Source: an optimization exercise on an open RTL-to-GDS flow (aim: small area). Production flows keep margins and buffers that such runs may drop.
Where RTL was checked, it was by simulation tests only, not by an equivalence proof against the original.
No functional check of the RTL was part of run 1.
Power and IR drop assume default switching activity.

==> flow/design.v, too long to show whole: its modules and the start of the top module <==
// module alu_exec_top: 62 lines
// module ALUSourceSelect: 29 lines
// module ALU: 1028 lines
module alu_exec_top (
    input  logic        clk,
    input  logic        rst,             
    input  logic [31:0] immediate,
    input  logic [31:0] operandA,
    input  logic [31:0] operandB,
    input  logic [1:0]  sourceSelect,
    input  logic [1:0]  aluControl,
    output logic [31:0] result,
    output logic [1:0]  compareResult,
    output logic        overflow
);
  // ...
==> flow/flow/run.sh <==
#!/bin/bash
# Own layout flow: the standard ORFS flow (standard.sh) with two changes:
#  - Yosys's synth runs without its quick "abc -fast" pre-mapping (SYNTH_ARGS=-noabc),
#    so the full adders that extract_fa finds keep the polarity the RTL gives them and
#    need no inverters between them (the final ABC mapping still runs as usual);
#  - ports are buffered with sky130_fd_sc_hd__buf_1 instead of the delay buffer
#    buffer_ports picks by default.
# Each step's full output goes to a log file in the folder this runs in.
set -euo pipefail
bash standard.sh SYNTH_ARGS=-noabc "BUFFER_PORTS_ARGS=-buffer_cell sky130_fd_sc_hd__buf_1" finish > flow_make.log 2>&1
==> flow/standard.sh <==
#!/bin/bash
# synth_recipe.tcl (not shown) runs the flow's synth.tcl, then flattens the netlist and writes it again
# the make line also repeats each setting of config.mk as NAME=value (left out here)
make -C /OpenROAD-flow-scripts/flow DESIGN_CONFIG=/design/flow/config.mk WORK_HOME=/design/flow/orfs CLKGATE_MAP_FILE= SYNTH_SCRIPT=/design/flow/synth_recipe.tcl "${@:-finish}"
==> flow/config.mk <==
export PLATFORM = sky130hd
export DESIGN_NAME = alu_exec_top
export DESIGN_NICKNAME = alu_exec_top
export VERILOG_FILES = /design/flow/design.v
export SDC_FILE = /design/flow/constraint.sdc
export NUM_CORES = 4
export LEC_CHECK = 0
export CAP_MARGIN = 10
export CORE_MARGIN = 2
export CORE_UTILIZATION = 60
export CTS_BUF_LIST = sky130_fd_sc_hd__clkbuf_8 sky130_fd_sc_hd__clkbuf_16
export GPL_TIMING_DRIVEN = 0
export SLEW_MARGIN = 10
==> flow/constraint.sdc <==
create_clock -name core_clock -period 9.0 [get_ports {clk}]
set_input_delay 1.8000 -clock core_clock [delete_from_list [all_inputs] [get_ports {clk}]]
set_output_delay 1.8000 -clock core_clock [all_outputs]
set_load 0.01 [all_outputs]
==> metrics.log, run 1 <==
INFO  metric layout.area.top_class = multi-input gates
INFO  metric r2r.worst_path.cells = 28
INFO  metric layout_buffering_overhead_excluding_clock_cells = 7.00%
INFO  metric synth-compound-area-share = 17.0%
INFO  metric critical_path_maximum_fanout = 10
INFO  metric groute.layer.met1.usage = 58.9%
INFO  metric cts-root-buf = sky130_fd_sc_hd__clkbuf_16
INFO  metric ant_nets = 0
INFO  metric total_leakage_power = 0.00684 µW
INFO  metric fin_tns_setup = 0 ps
INFO  metric power_top_consumer = combinational logic
INFO  metric mostFrequentLayoutCell = sky130_fd_sc_hd__fa_1
INFO  metric synth_top_cells_by_area = sky130_fd_sc_hd__fa_1 27%, sky130_fd_sc_hd__dfxtp_1 17%, sky130_fd_sc_hd__xor2_1 9.1%
INFO  metric async_reset_ff_share = 0%
INFO  metric timing.max_cap.violations = 0
INFO  metric wl_met1 = 24.0 mm
INFO  metric final.clkbuf_count = 17
INFO  metric intPower = 1720 µW
INFO  metric hp-class = flop to flop
INFO  metric vias_per_cell = 6.78
INFO  metric status = timing/DRC/antenna clean
INFO  metric postPlaceCellArea = 17300 µm²
INFO  metric mappedNetlistNets = 2022
INFO  metric cp.depth = 28
INFO  metric postLayoutCellArea = 18300 µm²
INFO  metric start_util = around three fifths
INFO  metric pin_count_of_the_biggest_net_entering_global_routing = 18
INFO  metric numPlacedInstances = 2161
INFO  metric remaining_drc_errors = 0
INFO  metric vdd.ir_drop.worst = around 0.11 mV
INFO  metric finish.net_count = between 2000 and 2500
INFO  metric drtIter0Drc = 2371
INFO  metric clock_tree.htree_level_count = 4
INFO  metric clock_power_share = between 20% and 30%
INFO  metric synth_edf_count = 0
INFO  metric final_max_slew_viol_count = 0
INFO  metric holdPathEnd = overflow
INFO  metric detail_route.wirelength = around 65 mm
INFO  metric setup_viol = 0
INFO  metric cpMaxStageDelayCell = sky130_fd_sc_hd__fa_2
INFO  metric post_dr_wirelength_cell = 29.7 µm
INFO  metric power.combinational.total = 1700 µW
INFO  metric topRoutingLayerUsed = met5
INFO  metric crit_required = 9310 ps
==> run 2: changes to the inputs <==
--- a/flow/design.v
+++ b/flow/design.v
@@ -145,23 +145,22 @@
 logic s673, c674, s675, c676, s677, c678, s679, c680, s681, c682, s683, c684, s685, c686, s687, c688;
 logic s689, c690, s691, c692, s693, c694, s695, c696, s697, c698, s699, c700, s701, c702, s703, c704;
 logic s705, c706, s707, c708, s709, c710, s711, c712, s713, c714, s715, c716, s717, c718, s719, c720;
 logic s721, c722, s723, c724, s725, c726, x727, x728, x729, x730, x731, x732, x733, x734, x735, x736;
 logic x737, x738, x739, x740, x741, x742, x743, x744, x745, x746, x747, x748, x749, x750, x751, x752;
 logic x753, x754, x755, x756, g757, h758, g759, h760, g761, h762, g763, h764, g765, h766, g767, h768;
 logic g769, h770, g771, h772, g773, h774, g775, h776, g777, h778, g779, h780, g781, h782, g783, h784;
 logic G785, G786, P787, G788, P789, G790, P791, G792, P793, G794, P795, G796, P797, G798, P799, G800;
-logic P801, G802, P803, G804, P805, G806, P807, G808, P809, G810, G811, G812, P813, G814, P815, G816;
-logic P817, G818, P819, G820, P821, G822, P823, G824, P825, G826, P827, G828, P829, G830, P831, G832;
-logic P833, G834, G835, G836, G837, G838, P839, G840, P841, G842, P843, G844, P845, G846, P847, G848;
-logic P849, G850, P851, G852, P853, G854, G855, G856, G857, G858, G859, G860, G861, G862, P863, G864;
-logic P865, G866, P867, G868, G869, G870, G871, G872, G873, G874, G875, G876, G877, G878, r879, r880;
-logic r881, r882, r883, r884, r885, r886, r887, r888, r889, r890, r891, r892, r893, r894, r895, r896;
-logic r897, r898, r899, r900, r901, r902, r903, r904, r905;
+logic P801, G802, P803, G804, P805, G806, P807, G808, P809, G810, P811, G812, G813, P814, G815, P816;
+logic G817, P818, G819, P820, G821, P822, G823, P824, G825, G826, P827, G828, P829, G830, G831, G832;
+logic G833, G834, G835, G836, G837, G838, G839, G840, G841, G842, G843, G844, G845, G846, G847, G848;
+logic G849, G850, G851, G852, G853, r854, r855, r856, r857, r858, r859, r860, r861, r862, r863, r864;
+logic r865, r866, r867, r868, r869, r870, r871, r872, r873, r874, r875, r876, r877, r878, r879, r880;
+logic r881;
 assign mul = aluControl[1] & aluControl[0];
 assign sub = aluControl[1] ^ aluControl[0];
 assign one0 = ~mul | operandB[0];
 assign two0 = mul & operandB[1] & ~operandB[0];
 assign neg0 = mul & operandB[1];
 assign p1 = one0 & operandA[0];
 assign q2 = neg0 & ~p1;
 assign p3 = ((one0 & operandA[1]) | (two0 & operandA[0])) ^ neg0;
@@ -986,135 +985,111 @@
 assign g777 = s569 & c548;
 assign h778 = s569 ^ c548;
 assign g779 = s617 & c594;
 assign h780 = s617 ^ c594;
 assign g781 = s669 & c644;
 assign h782 = s669 ^ c644;
 assign g783 = s725 & c698;
 assign h784 = s725 ^ c698;
-assign G785 = g757 | (h758 & 1'b0);
-assign G786 = 1'b0 | (s323 & g759);
-assign P787 = s323 & h760;
-assign G788 = 1'b0 | (s337 & g761);
-assign P789 = s337 & h762;
-assign G790 = 1'b0 | (s355 & g763);
-assign P791 = s355 & h764;
-assign G792 = 1'b0 | (s377 & g765);
-assign P793 = s377 & h766;
-assign G794 = 1'b0 | (s403 & g767);
-assign P795 = s403 & h768;
-assign G796 = 1'b0 | (s433 & g769);
-assign P797 = s433 & h770;
-assign G798 = 1'b0 | (s467 & g771);
-assign P799 = s467 & h772;
-assign G800 = 1'b0 | (s505 & g773);
-assign P801 = s505 & h774;
-assign G802 = 1'b0 | (s547 & g775);
-assign P803 = s547 & h776;
-assign G804 = 1'b0 | (s593 & g777);
-assign P805 = s593 & h778;
-assign G806 = 1'b0 | (s643 & g779);
-assign P807 = s643 & h780;
-assign G808 = 1'b0 | (s697 & g781);
-assign P809 = s697 & h782;
-assign G810 = g759 | (h760 & G785);
-assign G811 = G786 | (P787 & G785);
-assign G812 = g763 | (h764 & G788);
-assign P813 = h764 & P789;
-assign G814 = G790 | (P791 & G788);
-assign P815 = P791 & P789;
-assign G816 = g767 | (h768 & G792);
-assign P817 = h768 & P793;
-assign G818 = G794 | (P795 & G792);
-assign P819 = P795 & P793;
-assign G820 = g771 | (h772 & G796);
-assign P821 = h772 & P797;
-assign G822 = G798 | (P799 & G796);
-assign P823 = P799 & P797;
-assign G824 = g775 | (h776 & G800);
-assign P825 = h776 & P801;
-assign G826 = G802 | (P803 & G800);
-assign P827 = P803 & P801;
-assign G828 = g779 | (h780 & G804);
-assign P829 = h780 & P805;
-assign G830 = G806 | (P807 & G804);
-assign P831 = P807 & P805;
-assign G832 = g783 | (h784 & G808);
-assign P833 = h784 & P809;
-assign G834 = g761 | (h762 & G811);
-assign G835 = G788 | (P789 & G811);
-assign G836 = G812 | (P813 & G811);
-assign G837 = G814 | (P815 & G811);
-assign G838 = g769 | (h770 & G818);
-assign P839 = h770 & P819;
-assign G840 = G796 | (P797 & G818);
-assign P841 = P797 & P819;
-assign G842 = G820 | (P821 & G818);
-assign P843 = P821 & P819;
-assign G844 = G822 | (P823 & G818);
-assign P845 = P823 & P819;
-assign G846 = g777 | (h778 & G826);
-assign P847 = h778 & P827;
-assign G848 = G804 | (P805 & G826);
-assign P849 = P805 & P827;
-assign G850 = G828 | (P829 & G826);
-assign P851 = P829 & P827;
-assign G852 = G830 | (P831 & G826);
-assign P853 = P831 & P827;
-assign G854 = g765 | (h766 & G837);
-assign G855 = G792 | (P793 & G837);
-assign G856 = G816 | (P817 & G837);
-assign G857 = G818 | (P819 & G837);
-assign G858 = G838 | (P839 & G837);
-assign G859 = G840 | (P841 & G837);
-assign G860 = G842 | (P843 & G837);
-assign G861 = G844 | (P845 & G837);
-assign G862 = g781 | (h782 & G852);
-assign P863 = h782 & P853;
-assign G864 = G808 | (P809 & G852);
-assign P865 = P809 & P853;
-assign G866 = G832 | (P833 & G852);
-assign P867 = P833 & P853;
-assign G868 = g773 | (h774 & G861);
-assign G869 = G800 | (P801 & G861);
-assign G870 = G824 | (P825 & G861);
-assign G871 = G826 | (P827 & G861);
-assign G872 = G846 | (P847 & G861);
-assign G873 = G848 | (P849 & G861);
-assign G874 = G850 | (P851 & G861);
-assign G875 = G852 | (P853 & G861);
-assign G876 = G862 | (P863 & G861);
-assign G877 = G864 | (P865 & G861);
-assign G878 = G866 | (P867 & G861);
-assign r879 = h758 ^ 1'b0;
-assign r880 = h760 ^ G785;
-assign r881 = s323 ^ G810;
-assign r882 = h762 ^ G811;
-assign r883 = s337 ^ G834;
-assign r884 = h764 ^ G835;
-assign r885 = s355 ^ G836;
-assign r886 = h766 ^ G837;
-assign r887 = s377 ^ G854;
-assign r888 = h768 ^ G855;
-assign r889 = s403 ^ G856;
-assign r890 = h770 ^ G857;
-assign r891 = s433 ^ G858;
-assign r892 = h772 ^ G859;
-assign r893 = s467 ^ G860;
-assign r894 = h774 ^ G861;
-assign r895 = s505 ^ G868;
-assign r896 = h776 ^ G869;
-assign r897 = s547 ^ G870;
-assign r898 = h778 ^ G871;
-assign r899 = s593 ^ G872;
-assign r900 = h780 ^ G873;
-assign r901 = s643 ^ G874;
-assign r902 = h782 ^ G875;
-assign r903 = s697 ^ G876;
-assign r904 = h784 ^ G877;
-assign r905 = x756 ^ G878;
-assign result = {r905, r904, r903, r902, r901, r900, r899, r898, r897, r896, r895, r894, r893, r892, r891, r890, r889, r888, r887, r886, r885, r884, r883, r882, r881, r880, r879, s309, s305, s301, s297, s293};
+assign G785 = 1'b0 | (s309 & 1'b0);
+assign G786 = g759 | (h760 & g757);
+assign P787 = h760 & h758;
+assign G788 = g761 | (h762 & 1'b0);
+assign P789 = h762 & s323;
+assign G790 = g763 | (h764 & 1'b0);
+assign P791 = h764 & s337;
+assign G792 = g765 | (h766 & 1'b0);
+assign P793 = h766 & s355;
+assign G794 = g767 | (h768 & 1'b0);
+assign P795 = h768 & s377;
+assign G796 = g769 | (h770 & 1'b0);
+assign P797 = h770 & s403;
+assign G798 = g771 | (h772 & 1'b0);
+assign P799 = h772 & s433;
+assign G800 = g773 | (h774 & 1'b0);
+assign P801 = h774 & s467;
+assign G802 = g775 | (h776 & 1'b0);
+assign P803 = h776 & s505;
+assign G804 = g777 | (h778 & 1'b0);
+assign P805 = h778 & s547;
+assign G806 = g779 | (h780 & 1'b0);
+assign P807 = h780 & s593;
+assign G808 = g781 | (h782 & 1'b0);
+assign P809 = h782 & s643;
+assign G810 = g783 | (h784 & 1'b0);
+assign P811 = h784 & s697;
+assign G812 = G786 | (P787 & G785);
+assign G813 = G790 | (P791 & G788);
+assign P814 = P791 & P789;
+assign G815 = G794 | (P795 & G792);
+assign P816 = P795 & P793;
+assign G817 = G798 | (P799 & G796);
+assign P818 = P799 & P797;
+assign G819 = G802 | (P803 & G800);
+assign P820 = P803 & P801;
+assign G821 = G806 | (P807 & G804);
+assign P822 = P807 & P805;
+assign G823 = G810 | (P811 & G808);
+assign P824 = P811 & P809;
+assign G825 = G813 | (P814 & G812);
+assign G826 = G817 | (P818 & G815);
+assign P827 = P818 & P816;
+assign G828 = G821 | (P822 & G819);
+assign P829 = P822 & P820;
+assign G830 = G826 | (P827 & G825);
+assign G831 = G828 | (P829 & G830);
+assign G832 = G815 | (P816 & G825);
+assign G833 = G819 | (P820 & G830);
+assign G834 = G823 | (P824 & G831);
+assign G835 = G788 | (P789 & G812);
+assign G836 = G792 | (P793 & G825);
+assign G837 = G796 | (P797 & G832);
+assign G838 = G800 | (P801 & G830);
+assign G839 = G804 | (P805 & G833);
+assign G840 = G808 | (P809 & G831);
+assign G841 = g757 | (h758 & G785);
+assign G842 = 1'b0 | (s323 & G812);
+assign G843 = 1'b0 | (s337 & G835);
+assign G844 = 1'b0 | (s355 & G825);
+assign G845 = 1'b0 | (s377 & G836);
+assign G846 = 1'b0 | (s403 & G832);
+assign G847 = 1'b0 | (s433 & G837);
+assign G848 = 1'b0 | (s467 & G830);
+assign G849 = 1'b0 | (s505 & G838);
+assign G850 = 1'b0 | (s547 & G833);
+assign G851 = 1'b0 | (s593 & G839);
+assign G852 = 1'b0 | (s643 & G831);
+assign G853 = 1'b0 | (s697 & G840);
+assign r854 = s309 ^ 1'b0;
+assign r855 = h758 ^ G785;
+assign r856 = h760 ^ G841;
+assign r857 = s323 ^ G812;
+assign r858 = h762 ^ G842;
+assign r859 = s337 ^ G835;
+assign r860 = h764 ^ G843;
+assign r861 = s355 ^ G825;
+assign r862 = h766 ^ G844;
+assign r863 = s377 ^ G836;
+assign r864 = h768 ^ G845;
+assign r865 = s403 ^ G832;
+assign r866 = h770 ^ G846;
+assign r867 = s433 ^ G837;
+assign r868 = h772 ^ G847;
+assign r869 = s467 ^ G830;
+assign r870 = h774 ^ G848;
+assign r871 = s505 ^ G838;
+assign r872 = h776 ^ G849;
+assign r873 = s547 ^ G833;
+assign r874 = h778 ^ G850;
+assign r875 = s593 ^ G839;
+assign r876 = h780 ^ G851;
+assign r877 = s643 ^ G831;
+assign r878 = h782 ^ G852;
+assign r879 = s697 ^ G840;
+assign r880 = h784 ^ G853;
+assign r881 = x756 ^ G834;
+assign result = {r881, r880, r879, r878, r877, r876, r875, r874, r873, r872, r871, r870, r869, r868, r867, r866, r865, r864, r863, r862, r861, r860, r859, r858, r857, r856, r855, r854, s305, s301, s297, s293};
 assign overflow = ~mul & ~(operandA[31] ^ operandB[31] ^ sub) & (result[31] ^ operandA[31]);
 assign zero = ~|result;
 assign lt = (operandA[31] ^ operandB[31]) ? operandB[31] : result[31];
 assign compareResult = {~lt & ~zero, lt};
 endmodule
==> flow/flow/run.sh (replaced) <==
#!/bin/bash
# Own layout flow: the standard ORFS flow (standard.sh) with these changes:
#  - Yosys's synth runs without its quick "abc -fast" pre-mapping (SYNTH_ARGS=-noabc),
#    so the full adders that extract_fa finds keep the polarity the RTL gives them and
#    need no inverters between them;
#  - the final ABC mapping uses flow/abc_area_nf.script (one area-recovering &nf
#    mapping pass) instead of ORFS's abc_speed.script; flow/synth_abc.tcl is
#    synth_recipe.tcl with that one substitution;
#  - ports are buffered with sky130_fd_sc_hd__buf_1 instead of the delay buffer
#    buffer_ports picks by default.
# Each step's full output goes to a log file in the folder this runs in.
set -euo pipefail
W=$PWD
bash standard.sh SYNTH_ARGS=-noabc SYNTH_SCRIPT=$W/flow/synth_abc.tcl \
  ABC_SCRIPT_OVERRIDE=$W/flow/abc_area_nf.script \
  "BUFFER_PORTS_ARGS=-buffer_cell sky130_fd_sc_hd__buf_1" finish > flow_make.log 2>&1
==> flow/flow/abc_area_nf.script (new file) <==
&get -n
&st
&dch
&nf -p -R 1000
&put
buffer -c
topo
stime -c
upsize -c
dnsize -c
==> flow/flow/synth_abc.tcl (new file) <==
# The standard synthesis script (synth_recipe.tcl), with the final ABC mapping
# run with the script named by ABC_SCRIPT_OVERRIDE instead of ORFS's abc_speed.script.
proc synth {args} { yosys synth -nofsm -noshare {*}$args }
proc abc {args} {
  set i [lsearch -exact $args -script]
  if { $i >= 0 && [info exists ::env(ABC_SCRIPT_OVERRIDE)] } {
    lset args [expr { $i + 1 }] $::env(ABC_SCRIPT_OVERRIDE)
  }
  yosys abc {*}$args
}
source $::env(SCRIPTS_DIR)/synth.tcl
# left out here: clear keep_hierarchy, flatten, clean up, hide names made inside functions, write 1_2_yosys.v
==> flow/config.mk (replaced) <==
export PLATFORM = sky130hd
export DESIGN_NAME = alu_exec_top
export DESIGN_NICKNAME = alu_exec_top
export VERILOG_FILES = /design/flow/design.v
export SDC_FILE = /design/flow/constraint.sdc
export NUM_CORES = 4
export LEC_CHECK = 0
export CAP_MARGIN = 10
export CORE_MARGIN = 2
export CORE_UTILIZATION = 70
export CTS_BUF_LIST = sky130_fd_sc_hd__clkbuf_8 sky130_fd_sc_hd__clkbuf_16
export SLEW_MARGIN = 10
==> run 2 against run 1 <==
Routed wire length is 28% lower. Maximum frequency is 2.7% higher. Count of clock-buffer cells in the layout is 1 higher. Critical endpoint unchanged.
==> metrics.log, run 2 <==
INFO  metric sort_of_element_at_the_end_of_the_critical_path = flop (unchanged)
INFO  metric clkTransAtPathRegs = 70 ps (was 80 ps)
INFO  metric yosysTopAreaCellShare = 27.9% (was 26.9%)
INFO  metric critical_path_maximum_fanout = 15 (was 10)
INFO  metric powerDensity = 170 nW/µm² (was 174 nW/µm²)
INFO  metric yosysSeqAreaShare = 17.4% (was 16.6%)
INFO  metric die_area = 23400 µm² (was 28500 µm²)
INFO  metric post_dr_wirelength_cell = 24.9 µm (was 29.7 µm)
INFO  metric final_max_slew_viol_count = 0 (unchanged)
INFO  metric critPathMostFrequentCell = sky130_fd_sc_hd__a31o_1 (was sky130_fd_sc_hd__fa_1)
INFO  metric ff2ff_setup_slack = 460 ps (was 230 ps)
INFO  metric worstReg2RegStart = sel_q[0] (was ctl_q[1])
INFO  metric rsz_0062_raised_after_global_routing = false (unchanged)
INFO  metric synth-xor-area-share = 17.9% (was 15.6%)
INFO  metric postSynthAreaPerCell = 10.1 µm² (was 9.68 µm²)
INFO  metric synth-seq-cells = 135 (unchanged)
INFO  metric detail_route.wirelength = 47.3 mm (was 65.4 mm)
INFO  metric status = timing/DRC/antenna clean (unchanged)
INFO  metric vias_per_cell = 6.63 (was 6.78)
INFO  metric timing.max_cap.violations = 0 (unchanged)
INFO  metric yosys-mux-area-fraction = 5.93% (was 8.10%)
INFO  metric fin_skew = 12.5 ps (was 17.1 ps)
INFO  metric r2r.worst_path.cells = 27 (was 28)
INFO  metric synth_ff_type = sky130_fd_sc_hd__dfxtp_1 (unchanged)
INFO  metric hp-class = flop to flop (unchanged)
INFO  metric cts_made_buffers = 17 (unchanged)
INFO  metric vias_in_the_first_global_route = 12703 (was 14611)
INFO  metric filler_cell_count = 1499 (was 2172)
INFO  metric core_area = 21800 µm² (was 26800 µm²)
INFO  metric post-synth-top-count-cell = sky130_fd_sc_hd__xor2_1 (was sky130_fd_sc_hd__fa_1)
INFO  metric insertedDiodeCount = 0 (unchanged)
INFO  metric grt_antenna_before_repair = 0 (was 1)
INFO  metric intPower = 1650 µW (was 1720 µW)
INFO  metric clock_power_share = 25.2% (was 23.9%)
INFO  metric grt_first_pass_wirelength = 73.1 mm (was 95.1 mm)
INFO  metric worst_hold_slack = 502 ps (was 483 ps)
INFO  metric yosysWarnings = 2 (unchanged)
INFO  metric hold_violations = 0 (unchanged)
INFO  metric cts.path.max_buffers = 2 (unchanged)
INFO  metric gpl.final_weighted_congestion = 1.00 (was 1.05)
INFO  metric worst_hold_path_stage_count = 2 (unchanged)
INFO  metric global_route.overflow_total = 0 (unchanged)
INFO  metric fmax = 117 MHz (was 114 MHz)
INFO  metric finalCritPeriodShare = 94.9% (was 97.5%)
INFO  metric cts-root-buf = sky130_fd_sc_hd__clkbuf_16 (unchanged)
INFO  metric mappedNetlistNets = 1880 (was 2022)
INFO  metric clk_latency = 430 ps (was 450 ps)
INFO  metric critical_path_arrival = 8820 ps (was 9080 ps)
INFO  metric ant_nets = 0 (unchanged)
INFO  metric fin_crit = 8540 ps (was 8770 ps)
INFO  metric finalNonFillerCells = 1896 (was 2204)
INFO  metric power.share.combinational = 49.6% (was 53.4%)
INFO  metric layout-drive-gt1-share = 8.54% (was 10.9%)
INFO  metric worstSetupStartpoint = sel_q[0] (was ctl_q[1])
INFO  metric crit_path_setup_slack_layout = 459 ps (was 228 ps)
INFO  metric final_cell_mix = 243 x sky130_fd_sc_hd__xor2_1, 217 x sky130_fd_sc_hd__a22oi_1, 216 x sky130_fd_sc_hd__fa_1 (was 218 x sky130_fd_sc_hd__fa_1, 169 x sky130_fd_sc_hd__xor2_1, 163 x sky130_fd_sc_hd__a22oi_1)
INFO  metric async_reset_ff_share = 0% (unchanged)
INFO  metric start_util = 71.3% (was 60.8%)
INFO  metric num_rows = 54 (was 60)
INFO  metric holdPathEnd = result[10] (was overflow)
INFO  metric drtIter0Drc = 1700 (was 2371)
INFO  metric main_combinational_cell_family_by_area_after_synthesis = adder cells (unchanged)
INFO  metric power.share.sequential = 25.3% (was 22.7%)
INFO  metric syn2layout_area_growth = 8.92% (was 12.3%)
INFO  metric port-buffer-count = 136 (was 135)
INFO  metric boundaryPins = 137 (unchanged)
INFO  metric crit_path_start_kind = flop (unchanged)
INFO  metric pin_count_of_the_biggest_net_entering_global_routing = 94 (was 18)
INFO  metric drt_pass1_iterations = 6 (was 8)
INFO  metric vias = 12567 (was 14950)
INFO  metric numPlacedInstances = 1864 (was 2161)
INFO  metric dp.final_hpwl = 36.0 mm (was 50.7 mm)
INFO  metric total_power = 2870 µW (was 3180 µW)
INFO  metric crit_required = 9280 ps (was 9310 ps)
INFO  metric cts.repair_timing.setup_buffer_count = 0 (was 5)
INFO  metric synthDominantAreaCellType = sky130_fd_sc_hd__fa_1 (unchanged)
INFO  metric fp.dieW = 153 µm (was 169 µm)
INFO  metric clkSinkCount = 135 (unchanged)
INFO  metric power_switching = 1220 µW (was 1460 µW)
INFO  metric slowest_delay = 710 ps (was 580 ps)
INFO  metric cts_resized = 0 (was 53)
INFO  metric number_of_different_library_cells_in_the_post_synthesis_netlist = 42 (was 72)
INFO  metric clock_tree.htree_level_count = 4 (unchanged)
INFO  metric synthAdderAreaFrac = 30.3% (was 28.3%)
INFO  metric power.share.switching = 42.4% (was 46.0%)
INFO  metric mappedNetlistArea = 15500 µm² (was 16300 µm²)
INFO  metric netlist_instances = 1533 (was 1683)
INFO  metric cpMaxStageDelayCell = sky130_fd_sc_hd__a21boi_1 (was sky130_fd_sc_hd__fa_2)
INFO  metric tritoncts_clock_tree = yes (unchanged)
INFO  metric hold_path_startpoint = result[10] (was overflow)
INFO  metric fin_tns_setup = 0 ps (unchanged)
INFO  metric synth_top_cells_by_area = sky130_fd_sc_hd__fa_1 28%, sky130_fd_sc_hd__dfxtp_1 17%, sky130_fd_sc_hd__xor2_1 14% (was sky130_fd_sc_hd__fa_1 27%, sky130_fd_sc_hd__dfxtp_1 17%, sky130_fd_sc_hd__xor2_1 9.1%)
INFO  metric total_leakage_power = 0.00648 µW (was 0.00684 µW)
INFO  metric multi_input_area = 12200 µm² (was 13200 µm²)
INFO  metric mostFrequentLayoutCell = sky130_fd_sc_hd__xor2_1 (was sky130_fd_sc_hd__fa_1)
INFO  metric setup_viol = 0 (unchanged)
INFO  metric grt.total_usage = 40.7% (was 46.1%)
INFO  metric yosys-top-cells-count = 243 x sky130_fd_sc_hd__xor2_1, 217 x sky130_fd_sc_hd__a22oi_1, 216 x sky130_fd_sc_hd__fa_1 (was 219 x sky130_fd_sc_hd__fa_1, 169 x sky130_fd_sc_hd__xor2_1, 163 x sky130_fd_sc_hd__a22oi_1)
INFO  metric max-slew-margin-rel = 30.3% (was 12.5%)
INFO  metric finish.net_count = 1950 (was 2189)
INFO  metric die-height = 153 µm (was 169 µm)
INFO  metric synth_edf_count = 0 (unchanged)
INFO  metric synth_simple_gate_area_share = 9.62% (was 10.7%)
INFO  metric path_class = flop to flop (unchanged)
INFO  metric vdd.ir_drop.worst = 0.141 mV (was 0.114 mV)
INFO  metric cts-hold-fix-buffers = 0 (unchanged)
INFO  metric reg2reg_to = compareResult[1] (unchanged)
INFO  metric worst_pin_slew = 1050 ps (was 1280 ps)
INFO  metric synth-compound-area-share = 15.0% (was 17.0%)
INFO  metric ff_latch_area = 2700 µm² (about the same)
INFO  metric dp_slack = 547 ps (was -1360 ps)
INFO  metric remaining_drc_errors = 0 (unchanged)
run 2: worst max path at each step:
stage                        to  cells after the start  slack (ps)
5_1_grt        compareResult[1]                     27         170
4_1_cts        compareResult[1]                     27         510
3_5_place_dp   compareResult[1]                     27         550
6_report       compareResult[1]                     27         460
2_1_floorplan  compareResult[1]                     32         900
3_3_place_gp   compareResult[1]                     26         740
run 2: metrics by stage:
stage / cell area, µm² / util (%)
floorplan: 15500 / -
global placement: 16300 / 74.9
detailed placement: 16300 / 74.9
CTS: 16900 / 77.6
global route: 16900 / 77.7
finish: 16900 / 77.7
run 2: routing by layer:
metal	wire length, µm	vias up	global-route usage [%]
met5	0	-	0
met4	2690	0	19.7
met2	21300	877	62.9
li1	-	5389	-
met1	18200	6110	54.4
met3	5090	191	9.50
run 2: kinds of logic after synthesis:
group	after synthesis
AOI/OAI and AO/OA	305
DFF	135
and+or+nand+nor	286
muxes	88
xor gates and xnor gates	316
adders and majority gates	246
buffers and inverters	157
run 2: power groups by stage:
stage / clock, µW / combinational (µW) / sequential, µW
finish: 721 / 1420 / 725
global route: 752 / 1530 / 733
CTS: 728 / 1410 / 725
detailed placement: 0 / 1390 / 738
global placement: 0 / 1350 / 733
floorplan: 0 / 929 / 754
run 2: critical path: cells and delay by family (launching register included):
kind	cells	cell delay (ps)
AOI/OAI and AO/OA	11	2930
adders and majority gates	7	2890
and+or+nand+nor	6	1050
DFF	1	500
muxes	1	430
buffers and inverters	1	360
xor gates and xnor gates	1	210
run 2: area by class of cell:
class | count | area share, %
clock buffer | 18 | 2.60
tap | 280 | 2.07
sequential | 135 | 16.0
multi-input combinational | 1241 | 72.5
inverter | 14 | 0.311
clock inverter | 14 | 0.940
timing repair buffer | 194 | 5.62
==> run 3: changes to the inputs <==
--- a/flow/config.mk
+++ b/flow/config.mk
@@ -8,5 +8,5 @@
 export CAP_MARGIN = 10
 export CORE_MARGIN = 2
-export CORE_UTILIZATION = 70
+export CORE_UTILIZATION = 60
 export CTS_BUF_LIST = sky130_fd_sc_hd__clkbuf_8 sky130_fd_sc_hd__clkbuf_16
 export SLEW_MARGIN = 10
==> run 3 against run 2 <==
Still clean. Maximum frequency increased by 1.7%. Sequential power decreased by 0.6%. Worst hold slack lost 26 ps. Flip-flop and latch count stayed put. Worst setup slack improved by 140 ps. Global-route usage down 4.8 points. Cell area increased by 0.16%. Routed wire length up 0.19%. Synthesized area stayed put.
==> metrics.log, run 3 <==
INFO  metric syn2layout_area_growth = 9.09% (was 8.92%)
INFO  metric worst_hold_path_stage_count = 2 (unchanged)
INFO  metric detail_route.wirelength = 47.4 mm (was 47.3 mm)
INFO  metric clkTransAtPathRegs = 80 ps (was 70 ps)
INFO  metric rsz_0062_raised_after_global_routing = false (unchanged)
INFO  metric final_cell_mix = 243 x sky130_fd_sc_hd__xor2_1, 217 x sky130_fd_sc_hd__a22oi_1, 216 x sky130_fd_sc_hd__fa_1 (unchanged)
INFO  metric fin_crit = 8400 ps (was 8540 ps)
INFO  metric vdd.ir_drop.worst = 0.174 mV (was 0.141 mV)
INFO  metric grt_antenna_before_repair = 0 (unchanged)
INFO  metric cp.depth = 26 (was 27)
INFO  metric num_rows = 58 (was 54)
INFO  metric synth_top_cells_by_area = sky130_fd_sc_hd__fa_1 28%, sky130_fd_sc_hd__dfxtp_1 17%, sky130_fd_sc_hd__xor2_1 14% (unchanged)
INFO  metric synth_ff_type = sky130_fd_sc_hd__dfxtp_1 (unchanged)
INFO  metric critical_path_arrival = 8690 ps (was 8820 ps)
INFO  metric global_route.overflow_total = 0 (unchanged)
INFO  metric fmax = 119 MHz (was 117 MHz)
INFO  metric cts_made_buffers = 17 (unchanged)
INFO  metric postSynthAreaPerCell = 10.1 µm² (unchanged)
INFO  metric yosysTopAreaCellShare = 27.9% (unchanged)
INFO  metric status = timing/DRC/antenna clean (unchanged)
INFO  metric pin_count_of_the_biggest_net_entering_global_routing = 89 (was 94)
INFO  metric crit_required = 9290 ps (was 9280 ps)
INFO  metric fin_tns_setup = 0 ps (unchanged)
INFO  metric cts-hold-fix-buffers = 0 (unchanged)
INFO  metric finalCritPeriodShare = 93.3% (was 94.9%)
INFO  metric timing.max_cap.violations = 0 (unchanged)
INFO  metric port-buffer-count = 136 (unchanged)
INFO  metric yosysWarnings = 2 (unchanged)
INFO  metric dp.final_hpwl = 36.6 mm (was 36.0 mm)
INFO  metric synth-seq-cells = 135 (unchanged)
INFO  metric cts-root-buf = sky130_fd_sc_hd__clkbuf_16 (unchanged)
INFO  metric crit_path_start_kind = flop (unchanged)
INFO  metric crit_path_setup_slack_layout = 601 ps (was 459 ps)
INFO  metric powerDensity = 166 nW/µm² (was 170 nW/µm²)
INFO  metric vias_in_the_first_global_route = 12221 (was 12703)
INFO  metric filler_cell_count = 2094 (was 1499)
INFO  metric drt_pass1_iterations = 6 (unchanged)
INFO  metric post-synth-top-count-cell = sky130_fd_sc_hd__xor2_1 (unchanged)
INFO  metric post_dr_wirelength_cell = 24.3 µm (was 24.9 µm)
INFO  metric fp.dieW = 165 µm (was 153 µm)
INFO  metric start_util = 61.4% (was 71.3%)
INFO  metric r2r.worst_path.cells = 26 (was 27)
INFO  metric fin_skew = 20.2 ps (was 12.5 ps)
INFO  metric cts_resized = 0 (unchanged)
INFO  metric dp_slack = 653 ps (was 547 ps)
INFO  metric ant_nets = 0 (unchanged)
INFO  metric slowest_delay = 760 ps (was 710 ps)
INFO  metric synthDominantAreaCellType = sky130_fd_sc_hd__fa_1 (unchanged)
INFO  metric layout-drive-gt1-share = 8.42% (was 8.54%)
INFO  metric vias = 12190 (was 12567)
INFO  metric gpl.final_weighted_congestion = 1.00 (about the same)
INFO  metric critical_path_maximum_fanout = 13 (was 15)
INFO  metric final_max_slew_viol_count = 0 (unchanged)
INFO  metric tritoncts_clock_tree = yes (unchanged)
INFO  metric async_reset_ff_share = 0% (unchanged)
INFO  metric finish.net_count = 1949 (was 1950)
INFO  metric vias_per_cell = 6.27 (was 6.63)
INFO  metric die_area = 27200 µm² (was 23400 µm²)
INFO  metric mostFrequentLayoutCell = sky130_fd_sc_hd__xor2_1 (unchanged)
INFO  metric remaining_drc_errors = 0 (unchanged)
INFO  metric insertedDiodeCount = 0 (unchanged)
INFO  metric number_of_different_library_cells_in_the_post_synthesis_netlist = 42 (unchanged)
INFO  metric cts.repair_timing.setup_buffer_count = 0 (unchanged)
INFO  metric path_class = flop to flop (unchanged)
INFO  metric multi_input_area = 12200 µm² (about the same)
INFO  metric hp-class = flop to flop (unchanged)
INFO  metric critical_path.top_delay_family = adder cells (was compound AO/OA/AOI/OAI gates)
INFO  metric worst_pin_slew = 1080 ps (was 1050 ps)
INFO  metric clock_tree.htree_level_count = 4 (unchanged)
INFO  metric sort_of_element_at_the_end_of_the_critical_path = flop (unchanged)
INFO  metric total_power = 2820 µW (was 2870 µW)
INFO  metric drtIter0Drc = 1446 (was 1700)
INFO  metric clkSinkCount = 135 (unchanged)
INFO  metric netlist_instances = 1533 (unchanged)
INFO  metric cts.path.max_buffers = 2 (unchanged)
INFO  metric ff_latch_area = 2700 µm² (unchanged)
INFO  metric yosysSeqAreaShare = 17.4% (unchanged)
INFO  metric hold_violations = 0 (unchanged)
INFO  metric synth_edf_count = 0 (unchanged)
INFO  metric buffers_and_inverters_on_the_worst_path = 1 (unchanged)
INFO  metric cpMaxStageDelayCell = sky130_fd_sc_hd__mux2i_1 (was sky130_fd_sc_hd__a21boi_1)
INFO  metric setup_viol = 0 (unchanged)
INFO  metric max-slew-margin-rel = 27.3% (was 30.3%)
INFO  metric grt_first_pass_wirelength = 72.3 mm (was 73.1 mm)
INFO  metric mappedNetlistArea = 15500 µm² (unchanged)
INFO  metric total_leakage_power = 0.00646 µW (was 0.00648 µW)
INFO  metric core_area = 25300 µm² (was 21800 µm²)
INFO  metric die-height = 165 µm (was 153 µm)
INFO  metric grt.total_usage = 35.8% (was 40.7%)
INFO  metric mappedNetlistNets = 1880 (unchanged)
INFO  metric clk_latency = 440 ps (was 430 ps)
INFO  metric boundaryPins = 137 (unchanged)
INFO  metric yosys-top-cells-count = 243 x sky130_fd_sc_hd__xor2_1, 217 x sky130_fd_sc_hd__a22oi_1, 216 x sky130_fd_sc_hd__fa_1 (unchanged)
-- run 3: cell counts after synthesis --
No cell type changed its count.
-- run 3: final timing paths --
| check | start | to | slack, ps |
|---|---|---|---|
| worst max register to register | sel_q[0] | compareResult[1] | 600 |
| worst max-delay path | sel_q[0] | compareResult[1] | 600 |
| worst min-delay path | compareResult[1] | compareResult[1] | 480 |
| worst min register to register | compareResult[1] | compareResult[1] | 480 |
-- run 3: area by class of cell --
class | instances | share of cell area [%]
sequential | 135 | 16.0
multi-input combinational | 1241 | 72.3
clock inverter | 14 | 0.798
clock buffer | 18 | 2.60
tap | 330 | 2.44
inverter | 14 | 0.311
timing repair buffer | 193 | 5.57
-- run 3: power by group --
| group | switching [µW] | internal, µW |
|---|---|---|
| combinational | 831 | 566 |
| sequential | 39.3 | 682 |
| clock | 324 | 374 |
| total | 1190 | 1620 |
-- run 3: metal layers --
metal  vias to the layer above  share of wire (%)  routed length [µm]  GRT usage, %
met5                         -                  0                   0             0
met4                         0                4.5                2140          15.8
met3                       124                9.2                4380          7.03
met2                       730                 44               20900          54.5
met1                      5947                 42               19900          49.8
li1                       5389                  -                   -             -
-- run 3: worst min-delay path: stages, from the launching register on --
cell,delay [ps]
sky130_fd_sc_hd__dfxtp_1,310
sky130_fd_sc_hd__nand2b_1,70
sky130_fd_sc_hd__a21oi_1,50
-- run 3: cell families after synthesis --
family,after synthesis,synth area share [%]
multiplexers,88,5.93
AND/OR/NAND/NOR,286,9.62
flip-flops,135,17.4
XOR/XNOR,316,17.9
AO/OA/AOI/OAI,305,15.0
adder cells (fa/ha/maj),246,30.3
buffers and inverters,157,3.86
-- run 3: per-stage QoR --
step | utilization [%] | cells | hold WS, ps | area, µm²
2_1_floorplan | - | 1533 | 490 | 15500
3_3_place_gp | 64.7 | 1913 | 471 | 16300
3_5_place_dp | 64.7 | 1913 | 464 | 16300
4_1_cts | 67.0 | 1945 | 475 | 16900
5_1_grt | 67.0 | 1945 | 495 | 16900
6_report | 67.0 | 1945 | 476 | 16900
==> run 4: changes to the inputs <==
--- a/flow/config.mk
+++ b/flow/config.mk
@@ -6,7 +6,7 @@
 export NUM_CORES = 4
 export LEC_CHECK = 0
-export CAP_MARGIN = 10
+export CAP_MARGIN = 0
 export CORE_MARGIN = 2
 export CORE_UTILIZATION = 60
 export CTS_BUF_LIST = sky130_fd_sc_hd__clkbuf_8 sky130_fd_sc_hd__clkbuf_16
-export SLEW_MARGIN = 10
+export SLEW_MARGIN = 0
==> run 4 against run 3 <==
Count of clock-buffer cells in the layout unchanged. Die area unchanged. Synthesized area unchanged. Cell count unchanged. Still clean.
==> metrics.log, run 4 <==
INFO  metric finalNonFillerCells = 1945 (unchanged)
INFO  metric clk_latency = 440 ps (about the same)
INFO  metric finish.net_count = 1949 (unchanged)
INFO  metric crit_path_start_kind = flop (unchanged)
INFO  metric path_class = flop to flop (unchanged)
INFO  metric final_cell_mix = 243 x sky130_fd_sc_hd__xor2_1, 217 x sky130_fd_sc_hd__a22oi_1, 216 x sky130_fd_sc_hd__fa_1 (unchanged)
INFO  metric yosysSeqAreaShare = 17.4% (unchanged)
INFO  metric postSynthAreaPerCell = 10.1 µm² (unchanged)
INFO  metric fin_util = 67.0% (unchanged)
INFO  metric async_reset_ff_share = 0% (unchanged)
INFO  metric pin_count_of_the_biggest_net_entering_global_routing = 89 (unchanged)
INFO  metric yosysTopAreaCellShare = 27.9% (unchanged)
INFO  metric cts_resized = 0 (unchanged)
INFO  metric yosysWarnings = 2 (unchanged)
INFO  metric fp.dieW = 165 µm (unchanged)
INFO  metric post_dr_wirelength_cell = 24.3 µm (unchanged)
INFO  metric sort_of_element_at_the_end_of_the_critical_path = flop (unchanged)
INFO  metric critical_path_maximum_fanout = 13 (unchanged)
INFO  metric global_route.overflow_total = 0 (unchanged)
INFO  metric fmax = 119 MHz (unchanged)
INFO  metric final_max_slew_viol_count = 0 (unchanged)
INFO  metric status = timing/DRC/antenna clean (unchanged)
INFO  metric detail_route.wirelength = 47.4 mm (unchanged)
INFO  metric start_util = 61.4% (unchanged)
INFO  metric hp-class = flop to flop (unchanged)
INFO  metric grt_first_pass_wirelength = 72.3 mm (unchanged)
INFO  metric critical_path_arrival = 8690 ps (about the same)
INFO  metric synth_top_cells_by_area = sky130_fd_sc_hd__fa_1 28%, sky130_fd_sc_hd__dfxtp_1 17%, sky130_fd_sc_hd__xor2_1 14% (unchanged)
INFO  metric numPlacedInstances = 1913 (unchanged)
INFO  metric total_power = 2820 µW (unchanged)
INFO  metric clkSinkCount = 135 (unchanged)
INFO  metric insertedDiodeCount = 0 (unchanged)
INFO  metric synth-xor-area-share = 17.9% (unchanged)
INFO  metric fin_crit = 8400 ps (unchanged)
INFO  metric slowest_delay = 760 ps (about the same)
INFO  metric vdd.ir_drop.worst = 0.174 mV (unchanged)
INFO  metric synthDominantAreaCellType = sky130_fd_sc_hd__fa_1 (unchanged)
INFO  metric fin_tns_setup = 0 ps (unchanged)
INFO  metric cts-hold-fix-buffers = 0 (unchanged)
INFO  metric cts.path.max_buffers = 2 (unchanged)
INFO  metric mappedNetlistArea = 15500 µm² (unchanged)
INFO  metric cts.repair_timing.setup_buffer_count = 0 (unchanged)
INFO  metric synthAdderAreaFrac = 30.3% (unchanged)
INFO  metric clkTransAtPathRegs = 80 ps (about the same)
INFO  metric max-slew-margin-rel = 27.3% (unchanged)
INFO  metric dp.final_hpwl = 36.6 mm (unchanged)
INFO  metric post-synth-top-count-cell = sky130_fd_sc_hd__xor2_1 (unchanged)
INFO  metric drt_pass1_iterations = 6 (unchanged)
INFO  metric synth-seq-cells = 135 (unchanged)
INFO  metric clock_tree.htree_level_count = 4 (unchanged)
INFO  metric cts-root-buf = sky130_fd_sc_hd__clkbuf_16 (unchanged)
INFO  metric number_of_different_library_cells_in_the_post_synthesis_netlist = 42 (unchanged)
INFO  metric powerDensity = 166 nW/µm² (unchanged)
INFO  metric gpl.final_weighted_congestion = 1.00 (unchanged)
INFO  metric core_area = 25300 µm² (unchanged)
INFO  metric die_area = 27200 µm² (unchanged)
INFO  metric yosys-mux-area-fraction = 5.93% (unchanged)
INFO  metric vias_per_cell = 6.27 (unchanged)
INFO  metric mostFrequentLayoutCell = sky130_fd_sc_hd__xor2_1 (unchanged)
INFO  metric setup_viol = 0 (unchanged)
INFO  metric finalCritPeriodShare = 93.3% (unchanged)
INFO  metric crit_required = 9290 ps (about the same)
INFO  metric main_combinational_cell_family_by_area_after_synthesis = adder cells (unchanged)
INFO  metric worst_pin_slew = 1080 ps (unchanged)
INFO  metric mappedNetlistNets = 1880 (unchanged)
INFO  metric drtIter0Drc = 1446 (unchanged)
INFO  metric synth_edf_count = 0 (unchanged)
INFO  metric rsz_0062_raised_after_global_routing = false (unchanged)
INFO  metric fin_skew = 20.2 ps (unchanged)
INFO  metric ant_nets = 0 (unchanged)
INFO  metric timing.max_cap.violations = 0 (unchanged)
INFO  metric cts_made_buffers = 17 (unchanged)
INFO  metric synth-compound-area-share = 15.0% (unchanged)
INFO  metric total_leakage_power = 0.00646 µW (unchanged)
INFO  metric boundaryPins = 137 (unchanged)
INFO  metric die-height = 165 µm (unchanged)
INFO  metric synth_simple_gate_area_share = 9.62% (unchanged)
INFO  metric grt.total_usage = 35.8% (unchanged)
INFO  metric remaining_drc_errors = 0 (unchanged)
INFO  metric netlist_instances = 1533 (unchanged)
INFO  metric vias = 12190 (unchanged)
INFO  metric synth_ff_type = sky130_fd_sc_hd__dfxtp_1 (unchanged)
INFO  metric hold_violations = 0 (unchanged)
INFO  metric port-buffer-count = 136 (unchanged)
INFO  metric vias_in_the_first_global_route = 12221 (unchanged)
INFO  metric tritoncts_clock_tree = yes (unchanged)
INFO  metric layout-drive-gt1-share = 8.42% (unchanged)
INFO  metric grt_antenna_before_repair = 0 (unchanged)
INFO  metric yosys-top-cells-count = 243 x sky130_fd_sc_hd__xor2_1, 217 x sky130_fd_sc_hd__a22oi_1, 216 x sky130_fd_sc_hd__fa_1 (unchanged)
INFO  metric num_rows = 58 (unchanged)
INFO  metric cpMaxStageDelayCell = sky130_fd_sc_hd__mux2i_1 (unchanged)
INFO  metric syn2layout_area_growth = 9.09% (unchanged)
[run 4: cell counts in the layout (fill, tap and decap cells not counted)]
Identical to the previous run, type by type.
[run 4: layer usage]
layer | global-route usage, % | wire (µm) | vias up
li1 | - | - | 5389
met2 | 54.5 | 20900 | 730
met5 | 0 | 0 | -
met4 | 15.8 | 2140 | 0
met3 | 7.03 | 4380 | 124
met1 | 49.8 | 19900 | 5947
[run 4: cell families (layout without fill, tap and decap cells)]
kind of cell               after synthesis  after routing
DFF                                    135            135
buffers and inverters                  157            239
AOI/OAI and AO/OA                      305            305
muxes                                   88             88
adders and majority gates              246            246
and+or+nand+nor                        286            286
xor gates and xnor gates               316            316
[run 4: critical path, delay by kind of cell (launching register included)]
| family | cells | cell delay [ps] |
|---|---|---|
| compound gates | 8 | 1720 |
| flops | 1 | 560 |
| fa+ha+maj | 8 | 3300 |
| simple gates | 6 | 1200 |
| buf+inv | 1 | 280 |
| mux | 1 | 760 |
| xor+xnor | 2 | 410 |
[run 4: stage by stage]
step                instance area [µm²]  hold WS [ps]  setup WS [ps]
floorplan                         15500           490            902
global placement                  16300           471            763
detailed placement                16300           464            653
CTS                               16900           475            653
global route                      16900           495            170
finish                            16900           476            601
[run 4: path summary, 6_finish.rpt]
kind | startpoint | depth (start not counted) | end | slack (ps)
hold / removal | compareResult[1] | 2 | compareResult[1] | 480
setup / recovery | sel_q[0] | 26 | compareResult[1] | 600
setup reg to reg | sel_q[0] | 26 | compareResult[1] | 600
hold reg to reg | compareResult[1] | 2 | compareResult[1] | 480
[run 4: final cells by class]
cell class | instances | area (µm²)
clock buffers | 18 | 439
clock inverters | 14 | 135
fillers | 2094 | 8330
inverters | 14 | 52.6
multi-input cells | 1241 | 12200
flip-flops and latches | 135 | 2700
well taps | 330 | 413
repair buffers | 193 | 942
[run 4: report_power, final]
group | internal [µW] | total (µW) | leakage [µW] | switching, µW
clock network | 374 | 698 | 0.000282 | 324
registers | 682 | 721 | 0.00112 | 39.3
logic | 566 | 1400 | 0.00506 | 831
total | 1620 | 2820 | 0.00646 | 1190
==> run 5: changes to the inputs <==
==> flow/config.mk (replaced) <==
export PLATFORM = sky130hd
export DESIGN_NAME = alu_exec_top
export DESIGN_NICKNAME = alu_exec_top
export VERILOG_FILES = /design/flow/design.v
export SDC_FILE = /design/flow/constraint.sdc
export NUM_CORES = 4
export LEC_CHECK = 0
export CAP_MARGIN = 10
export CORE_MARGIN = 2
export CORE_UTILIZATION = 70
export CTS_BUF_LIST = sky130_fd_sc_hd__clkbuf_8
export SLEW_MARGIN = 10
==> run 5 against run 4 <==
Die area fell by 14%. Sequential share of layout area rose by 0.21 points. Synthesized area stayed put. Non-clock buffer count up 1. Core utilization grew 9.8 points. Via count is 2.5% higher. Worst setup slack got worse by 130 ps. First-iteration DRC count grew 9.5%. Cell area down 1.3%.
==> metrics.log, run 5 <==
INFO  metric status = timing/DRC/antenna clean (unchanged)
INFO  metric hold_violations = 0 (unchanged)
INFO  metric layout-drive-gt1-share = 8.54% (was 8.42%)
INFO  metric setup_viol = 0 (unchanged)
INFO  metric yosysSeqAreaShare = 17.4% (unchanged)
INFO  metric fin_skew = 27.1 ps (was 20.2 ps)
INFO  metric tritoncts_clock_tree = yes (unchanged)
INFO  metric vias_in_the_first_global_route = 12620 (was 12221)
INFO  metric clk_latency = 470 ps (was 440 ps)
INFO  metric cts_resized = 0 (unchanged)
INFO  metric reg2reg_to = compareResult[1] (unchanged)
INFO  metric buffers_and_inverters_on_the_worst_path = 1 (unchanged)
INFO  metric vias = 12491 (was 12190)
INFO  metric ff2ff_setup_slack = 480 ps (was 600 ps)
INFO  metric fin_crit = 8520 ps (was 8400 ps)
INFO  metric vdd.ir_drop.worst = 0.131 mV (was 0.174 mV)
INFO  metric netlist_instances = 1533 (unchanged)
INFO  metric mappedNetlistArea = 15500 µm² (unchanged)
INFO  metric hold_path_startpoint = compareResult[1] (unchanged)
INFO  metric num_rows = 54 (was 58)
INFO  metric port-buffer-count = 136 (unchanged)
INFO  metric dp.final_hpwl = 36.0 mm (was 36.6 mm)
INFO  metric fp.dieW = 153 µm (was 165 µm)
INFO  metric critPathMostFrequentCell = sky130_fd_sc_hd__a31o_1
INFO  metric core_area = 21800 µm² (was 25300 µm²)
INFO  metric clock_tree.htree_level_count = 4 (unchanged)
INFO  metric timing.max_cap.violations = 0 (unchanged)
INFO  metric pin_count_of_the_biggest_net_entering_global_routing = 94 (was 89)
INFO  metric async_reset_ff_share = 0% (unchanged)
INFO  metric worst_pin_slew = 1040 ps (was 1080 ps)
INFO  metric detail_route.wirelength = 46.7 mm (was 47.4 mm)
INFO  metric clkSinkCount = 135 (unchanged)
INFO  metric cts.path.max_buffers = 2 (unchanged)
INFO  metric crit_path_setup_slack_layout = 476 ps (was 601 ps)
INFO  metric yosysWarnings = 2 (unchanged)
INFO  metric power.share.sequential = 27.1% (was 25.6%)
INFO  metric synth-seq-cells = 135 (unchanged)
INFO  metric cts.repair_timing.setup_buffer_count = 0 (unchanged)
INFO  metric mappedNetlistNets = 1880 (unchanged)
INFO  metric postPlaceCellArea = 16300 µm² (about the same)
INFO  metric total_leakage_power = 0.00640 µW (was 0.00646 µW)
INFO  metric routed_length_on_met2 = 21.0 mm (was 20.9 mm)
INFO  metric clock_power_share = 19.9% (was 24.8%)
INFO  metric global_route.overflow_total = 0 (unchanged)
INFO  metric start_util = 71.3% (was 61.4%)
INFO  metric dp_slack = 547 ps (was 653 ps)
INFO  metric critical_path.top_delay_family = compound AO/OA/AOI/OAI gates (was adder cells)
INFO  metric post_dr_wirelength_cell = 24.6 µm (was 24.3 µm)
INFO  metric drtIter0Drc = 1584 (was 1446)
INFO  metric met3RoutedLength = 5.20 mm (was 4.38 mm)
INFO  metric ant_nets = 0 (unchanged)
INFO  metric hp-class = flop to flop (unchanged)
INFO  metric cts-root-buf = sky130_fd_sc_hd__clkbuf_8 (was sky130_fd_sc_hd__clkbuf_16)
INFO  metric die_area = 23400 µm² (was 27200 µm²)
INFO  metric worstReg2RegStart = sel_q[0] (unchanged)
INFO  metric boundaryPins = 137 (unchanged)
INFO  metric topRoutingLayerUsed = met4 (unchanged)
INFO  metric max-slew-margin-rel = 30.7% (was 27.3%)
INFO  metric r2r.worst_path.cells = 27 (was 26)
INFO  metric power_switching = 1180 µW (was 1190 µW)
INFO  metric synthDominantAreaCellType = sky130_fd_sc_hd__fa_1 (unchanged)
INFO  metric rsz_0062_raised_after_global_routing = false (unchanged)
INFO  metric path_class = flop to flop (unchanged)
INFO  metric postSynthAreaPerCell = 10.1 µm² (unchanged)
INFO  metric power.share.combinational = 52.9% (was 49.6%)
INFO  metric fin_util = 76.8% (was 67.0%)
INFO  metric grt_antenna_before_repair = 0 (unchanged)
INFO  metric die-height = 153 µm (was 165 µm)
INFO  metric syn2layout_area_growth = 7.69% (was 9.09%)
INFO  metric critical_path_maximum_fanout = 15 (was 13)
INFO  metric crit_required = 9320 ps (was 9290 ps)
INFO  metric cts-hold-fix-buffers = 0 (unchanged)
INFO  metric grt_first_pass_wirelength = 72.2 mm (was 72.3 mm)
INFO  metric synth_ff_type = sky130_fd_sc_hd__dfxtp_1 (unchanged)
INFO  metric remaining_drc_errors = 0 (unchanged)
INFO  metric power.share.switching = 44.3% (was 42.4%)
INFO  metric wl_met1 = 17.9 mm (was 19.9 mm)
INFO  metric grt.total_usage = 40.2% (was 35.8%)
INFO  metric worst_hold_path_stage_count = 2 (unchanged)
INFO  metric final_max_slew_viol_count = 0 (unchanged)
INFO  metric synth_edf_count = 0 (unchanged)
INFO  metric mostFrequentLayoutCell = sky130_fd_sc_hd__xor2_1 (unchanged)
INFO  metric cpMaxStageDelayCell = sky130_fd_sc_hd__a21boi_1 (was sky130_fd_sc_hd__mux2i_1)
INFO  metric vias_per_cell = 6.59 (was 6.27)
INFO  metric clkTransAtPathRegs = 100 ps (was 80 ps)
INFO  metric fmax = 117 MHz (was 119 MHz)
INFO  metric filler_cell_count = 1538 (was 2094)
INFO  metric finish.net_count = 1950 (was 1949)
INFO  metric finalCritPeriodShare = 94.7% (was 93.3%)
INFO  metric yosysTopAreaCellShare = 27.9% (unchanged)
INFO  metric intPower = 1490 µW (was 1620 µW)
INFO  metric crit_path_start_kind = flop (unchanged)
INFO  metric synth_top_cells_by_area = sky130_fd_sc_hd__fa_1 28%, sky130_fd_sc_hd__dfxtp_1 17%, sky130_fd_sc_hd__xor2_1 14% (unchanged)
INFO  metric critical_path_arrival = 8840 ps (was 8690 ps)
INFO  metric fin_tns_setup = 0 ps (unchanged)
INFO  metric gpl.final_weighted_congestion = 1.00 (about the same)
INFO  metric powerDensity = 160 nW/µm² (was 166 nW/µm²)
INFO  metric cts_made_buffers = 17 (unchanged)
INFO  metric post-synth-top-count-cell = sky130_fd_sc_hd__xor2_1 (unchanged)
INFO  metric postLayoutCellArea = 16700 µm² (was 16900 µm²)
INFO  metric drt_pass1_iterations = 6 (unchanged)
INFO  metric final_cell_mix = 243 x sky130_fd_sc_hd__xor2_1, 217 x sky130_fd_sc_hd__a22oi_1, 216 x sky130_fd_sc_hd__fa_1 (unchanged)
INFO  metric number_of_different_library_cells_in_the_post_synthesis_netlist = 42 (unchanged)
INFO  metric holdPathEnd = compareResult[1] (unchanged)
INFO  metric yosys-top-cells-count = 243 x sky130_fd_sc_hd__xor2_1, 217 x sky130_fd_sc_hd__a22oi_1, 216 x sky130_fd_sc_hd__fa_1 (unchanged)
INFO  metric sort_of_element_at_the_end_of_the_critical_path = flop (unchanged)
INFO  metric insertedDiodeCount = 0 (unchanged)
INFO  metric slowest_delay = 720 ps (was 760 ps)
==> run 5: cell counts after synthesis <==
Identical to the previous run, type by type.
==> run 5: kinds of logic after synthesis <==
family	Yosys count	share of synthesized area [%]
AND/OR/NAND/NOR	286	9.62
flip-flops	135	17.4
multiplexers	88	5.93
XOR/XNOR	316	17.9
buffers and inverters	157	3.86
AO/OA/AOI/OAI	305	15.0
adder cells (fa/ha/maj)	246	30.3
==> run 5: how the worst max path moves through the flow <==
stage / slack [ps] / endpoint / from / cells after the start
detailed placement: 550 / compareResult[1] / sel_q[0] / 27
global placement: 740 / compareResult[1] / sel_q[0] / 26
global route: 160 / compareResult[1] / sel_q[0] / 27
finish: 480 / compareResult[1] / sel_q[0] / 27
CTS: 550 / compareResult[1] / sel_q[0] / 27
floorplan: 900 / compareResult[1] / sel_q[0] / 32
==> run 5: layer usage <==
metal  vias to the layer above  GRT usage [%]
li1                       5395              -
met1                      6028           54.0
met2                       874           62.1
met3                       194           9.87
met4                         0           18.5
met5                         -              0
==> run 5: power by group through the flow <==
stage	sequential, µW	clock [µW]	combinational, µW
finish	724	532	1410
detailed placement	738	0	1390
global route	732	564	1530
global placement	733	0	1350
CTS	724	537	1400
floorplan	754	0	929
==> run 5: worst register-to-register path: stages, from the launching register on <==
cell and delay [ps]:
sky130_fd_sc_hd__dfxtp_2 500, sky130_fd_sc_hd__buf_4 360, sky130_fd_sc_hd__mux2_2 430, sky130_fd_sc_hd__or3_1 350, sky130_fd_sc_hd__a21boi_1 720, sky130_fd_sc_hd__a22oi_1 170
sky130_fd_sc_hd__xor2_1 210, sky130_fd_sc_hd__fa_1 460, sky130_fd_sc_hd__fa_1 430, sky130_fd_sc_hd__fa_1 470, sky130_fd_sc_hd__fa_1 480, sky130_fd_sc_hd__fa_1 400
sky130_fd_sc_hd__ha_1 310, sky130_fd_sc_hd__a31o_1 210, sky130_fd_sc_hd__a31o_1 240, sky130_fd_sc_hd__a31o_1 240, sky130_fd_sc_hd__a31o_1 240, sky130_fd_sc_hd__a31o_1 260
sky130_fd_sc_hd__a31o_1 260, sky130_fd_sc_hd__a31o_1 250, sky130_fd_sc_hd__a31o_1 280, sky130_fd_sc_hd__ha_1 340, sky130_fd_sc_hd__nor4_1 270, sky130_fd_sc_hd__nand4_1 110
sky130_fd_sc_hd__nor2_1 120, sky130_fd_sc_hd__nand4_1 100, sky130_fd_sc_hd__nand3_1 100, sky130_fd_sc_hd__a21oi_1 80
==> run 5: through the flow <==
| stage | total power [µW] | cells | hold WS, ps |
|---|---|---|---|
| 2_1_floorplan | 1680 | 1533 | 490 |
| 4_1_cts | 2660 | 1896 | 508 |
| 6_report | 2670 | 1896 | 502 |
| 3_5_place_dp | 2130 | 1864 | 483 |
| 5_1_grt | 2820 | 1896 | 525 |
| 3_3_place_gp | 2080 | 1864 | 470 |
==> run 5: area by class of cell <==
type	count	area (µm²)	area share, %
multi-input combinational	1241	12200	73.3
sequential	135	2700	16.2
timing repair buffer	194	950	5.68
tap	280	350	2.10
clock buffer	18	248	1.48
clock inverter	14	159	0.951
inverter	14	52.6	0.315
==> run 6: changes to the inputs <==
--- a/flow/config.mk
+++ b/flow/config.mk
@@ -8,5 +8,5 @@
 export CAP_MARGIN = 10
 export CORE_MARGIN = 2
-export CORE_UTILIZATION = 70
+export CORE_UTILIZATION = 80
 export CTS_BUF_LIST = sky130_fd_sc_hd__clkbuf_8
 export SLEW_MARGIN = 10
==> run 6 against run 5 <==
Count of clock-buffer cells in the layout decreased by 1. Largest cell class unchanged. Synthesized cell count unchanged. Register-to-register slack got worse by 250 ps. Power up 3.2%. Critical path type unchanged. Largest power group unchanged. Critical path depth fell by 1. Non-clock buffer count is 9 lower. Via count grew 9.6%. Routed wire length rose by 12%. Clock skew decreased by 7.4 ps.
==> metrics.log, run 6 <==
INFO  metric buffers_and_inverters_on_the_worst_path = 2 (was 1)
INFO  metric grt_antenna_before_repair = 0 (unchanged)
INFO  metric postPlaceCellArea = 16200 µm² (was 16300 µm²)
INFO  metric vias_per_cell = 7.33 (was 6.59)
INFO  metric postSynthAreaPerCell = 10.1 µm² (unchanged)
INFO  metric boundaryPins = 137 (unchanged)
INFO  metric critical_path_arrival = 9110 ps (was 8840 ps)
INFO  metric mostFrequentLayoutCell = sky130_fd_sc_hd__xor2_1 (unchanged)
INFO  metric layout-drive-gt1-share = 8.03% (was 8.54%)
INFO  metric post_dr_wirelength_cell = 28.1 µm (was 24.6 µm)
INFO  metric number_of_different_library_cells_in_the_post_synthesis_netlist = 42 (unchanged)
INFO  metric yosysWarnings = 2 (unchanged)
INFO  metric fp.dieW = 143 µm (was 153 µm)
INFO  metric intPower = 1480 µW (was 1490 µW)
INFO  metric slowest_delay = 750 ps (was 720 ps)
INFO  metric mappedNetlistArea = 15500 µm² (unchanged)
INFO  metric cts_resized = 0 (unchanged)
INFO  metric insertedDiodeCount = 0 (unchanged)
INFO  metric drtIter0Drc = 2578 (was 1584)
INFO  metric die-height = 143 µm (was 153 µm)
INFO  metric cts.repair_timing.setup_buffer_count = 0 (unchanged)
INFO  metric detail_route.wirelength = 52.4 mm (was 46.7 mm)
INFO  metric hp-class = flop to flop (unchanged)
INFO  metric synthDominantAreaCellType = sky130_fd_sc_hd__fa_1 (unchanged)
INFO  metric vias_in_the_first_global_route = 14064 (was 12620)
INFO  metric finalCritPeriodShare = 97.5% (was 94.7%)
INFO  metric status = timing/DRC/antenna clean (unchanged)
INFO  metric cpMaxStageDelayCell = sky130_fd_sc_hd__mux2i_1 (was sky130_fd_sc_hd__a21boi_1)
INFO  metric cts_made_buffers = 17 (unchanged)
INFO  metric critical_path_maximum_fanout = 25 (was 15)
INFO  metric netlist_instances = 1533 (unchanged)
INFO  metric async_reset_ff_share = 0% (unchanged)
INFO  metric fin_util = 87.9% (was 76.8%)
INFO  metric dp.final_hpwl = 36.8 mm (was 36.0 mm)
INFO  metric crit_path_start_kind = flop (unchanged)
INFO  metric fin_skew = 19.8 ps (was 27.1 ps)
INFO  metric rsz_0062_raised_after_global_routing = false (unchanged)
INFO  metric synth-compound-area-share = 15.0% (unchanged)
INFO  metric power.share.switching = 46.2% (was 44.3%)
INFO  metric core_area = 18900 µm² (was 21800 µm²)
INFO  metric timing.max_cap.violations = 0 (unchanged)
INFO  metric mappedNetlistNets = 1880 (unchanged)
INFO  metric start_util = 82.1% (was 71.3%)
INFO  metric crit_path_setup_slack_layout = 222 ps (was 476 ps)
INFO  metric setup_viol = 0 (unchanged)
INFO  metric yosysSeqAreaShare = 17.4% (unchanged)
INFO  metric clkSinkCount = 135 (unchanged)
INFO  metric yosys-top-cells-count = 243 x sky130_fd_sc_hd__xor2_1, 217 x sky130_fd_sc_hd__a22oi_1, 216 x sky130_fd_sc_hd__fa_1 (unchanged)
INFO  metric synth_simple_gate_area_share = 9.62% (unchanged)
INFO  metric ant_nets = 0 (unchanged)
INFO  metric hold_violations = 0 (unchanged)
INFO  metric finalNonFillerCells = 1867 (was 1896)
INFO  metric clkTransAtPathRegs = 90 ps (was 100 ps)
INFO  metric synth-xor-area-share = 17.9% (unchanged)
INFO  metric numPlacedInstances = 1835 (was 1864)
INFO  metric path_class = flop to flop (unchanged)
INFO  metric fmax = 114 MHz (was 117 MHz)
INFO  metric crit_required = 9330 ps (was 9320 ps)
INFO  metric pin_count_of_the_biggest_net_entering_global_routing = 94 (unchanged)
INFO  metric post-synth-top-count-cell = sky130_fd_sc_hd__xor2_1 (unchanged)
INFO  metric synth-seq-cells = 135 (unchanged)
INFO  metric grt_first_pass_wirelength = 80.1 mm (was 72.2 mm)
INFO  metric dp_slack = 506 ps (was 547 ps)
INFO  metric tritoncts_clock_tree = yes (unchanged)
INFO  metric main_combinational_cell_family_by_area_after_synthesis = adder cells (unchanged)
INFO  metric global_route.overflow_total = 0 (unchanged)
INFO  metric critical_path.top_delay_family = adder cells (was compound AO/OA/AOI/OAI gates)
INFO  metric vdd.ir_drop.worst = 0.218 mV (was 0.131 mV)
INFO  metric worst_pin_slew = 1100 ps (was 1040 ps)
INFO  metric critPathMostFrequentCell = sky130_fd_sc_hd__fa_1 (was sky130_fd_sc_hd__a31o_1)
INFO  metric max-slew-margin-rel = 26.8% (was 30.7%)
run 6: changes by cell type in the layout (fill, tap and decap cells not counted), sizes merged:
cell / delta
buf: -9
clkbuf: -1
clkinvlp: +1
clkinv: +1
inv: -1
run 6: worst paths after layout:
| kind | from | end | cells after the start |
|---|---|---|---|
| max reg2reg | sel_q[0] | compareResult[1] | 26 |
| min reg2reg | result[12] | result[12] | 2 |
| max | sel_q[0] | compareResult[1] | 26 |
| min | result[12] | result[12] | 2 |
run 6: power groups by stage:
stage	clock network (µW)	logic, µW	registers [µW]
finish	530	1500	728
global route	546	1590	735
CTS	522	1420	726
detailed placement	0	1400	738
global placement	0	1320	731
floorplan	0	929	754
run 6: kinds of logic (layout without fill, tap and decap cells):
family | count (synthesis) | after routing
multiplexers | 88 | 88
buffers and inverters | 157 | 231
flip-flops | 135 | 135
AND/OR/NAND/NOR | 286 | 286
adder cells (fa/ha/maj) | 246 | 246
AO/OA/AOI/OAI | 305 | 305
XOR/XNOR | 316 | 316
run 6: worst min-delay path: stages, from the launching register on:
cell and delay [ps]:
sky130_fd_sc_hd__dfxtp_1 330, sky130_fd_sc_hd__a21oi_1 70, sky130_fd_sc_hd__nor2_1 70
run 6: through the flow:
stage          power [µW]  hold WS (ps)
2_1_floorplan        1680           490
3_3_place_gp         2050           468
3_5_place_dp         2140           482
5_1_grt              2870           522
4_1_cts              2670           504
6_report             2760           503
run 6: final cells by class:
| class | instances | area (µm²) |
|---|---|---|
| clock buffers | 17 | 234 |
| clock inverters | 15 | 161 |
| fillers | 912 | 2280 |
| inverters | 14 | 52.6 |
| multi-input cells | 1241 | 12200 |
| flip-flops and latches | 135 | 2700 |
| well taps | 260 | 325 |
| repair buffers | 185 | 895 |
run 6: layer usage:
metal / GRT usage, % / wire, µm
met5: 0 / 0
met4: 34.9 / 5000
met3: 21.0 / 7850
met2: 78.5 / 22400
met1: 62.4 / 17200

-- static timing again, ports no longer ideal --
How much do the figures lean on ideal ports? The routed layouts below were timed once more, with nothing changed but the port constraints.
Step 1: set_driving_cell puts a clkbuf_16 on clk and a buf_2 on each other input, an assumption about the parent block.
Step 2 also shifts input and output timing later by t, the mid clock arrival at the registers, as if the neighbouring blocks saw the same clock.
Slacks: no drivers / after step 1 / after step 2; pairs: no drivers / after step 1.
run | t (ns) | setup slack, ns | latest minus earliest clock arrival (ns) | worst slew at a driven data input, ns
run 1 | 0.496 | 0.228 / 0.228 / 0.228 | 0.017 / 0.017 | 0.04
run 2 | 0.475 | 0.459 / 0.459 / 0.459 | 0.012 / 0.012 | 0.03
run 3 | 0.477 | 0.601 / 0.601 / 0.601 | 0.020 / 0.020 | 0.03
run 4 | 0.477 | 0.601 / 0.601 / 0.601 | 0.020 / 0.020 | 0.03
run 5 | 0.499 | 0.476 / 0.476 / 0.476 | 0.028 / 0.027 | 0.03
run 6 | 0.516 | 0.222 / 0.222 / 0.222 | 0.020 / 0.021 | 0.05
After both steps every run listed still meets setup and hold.
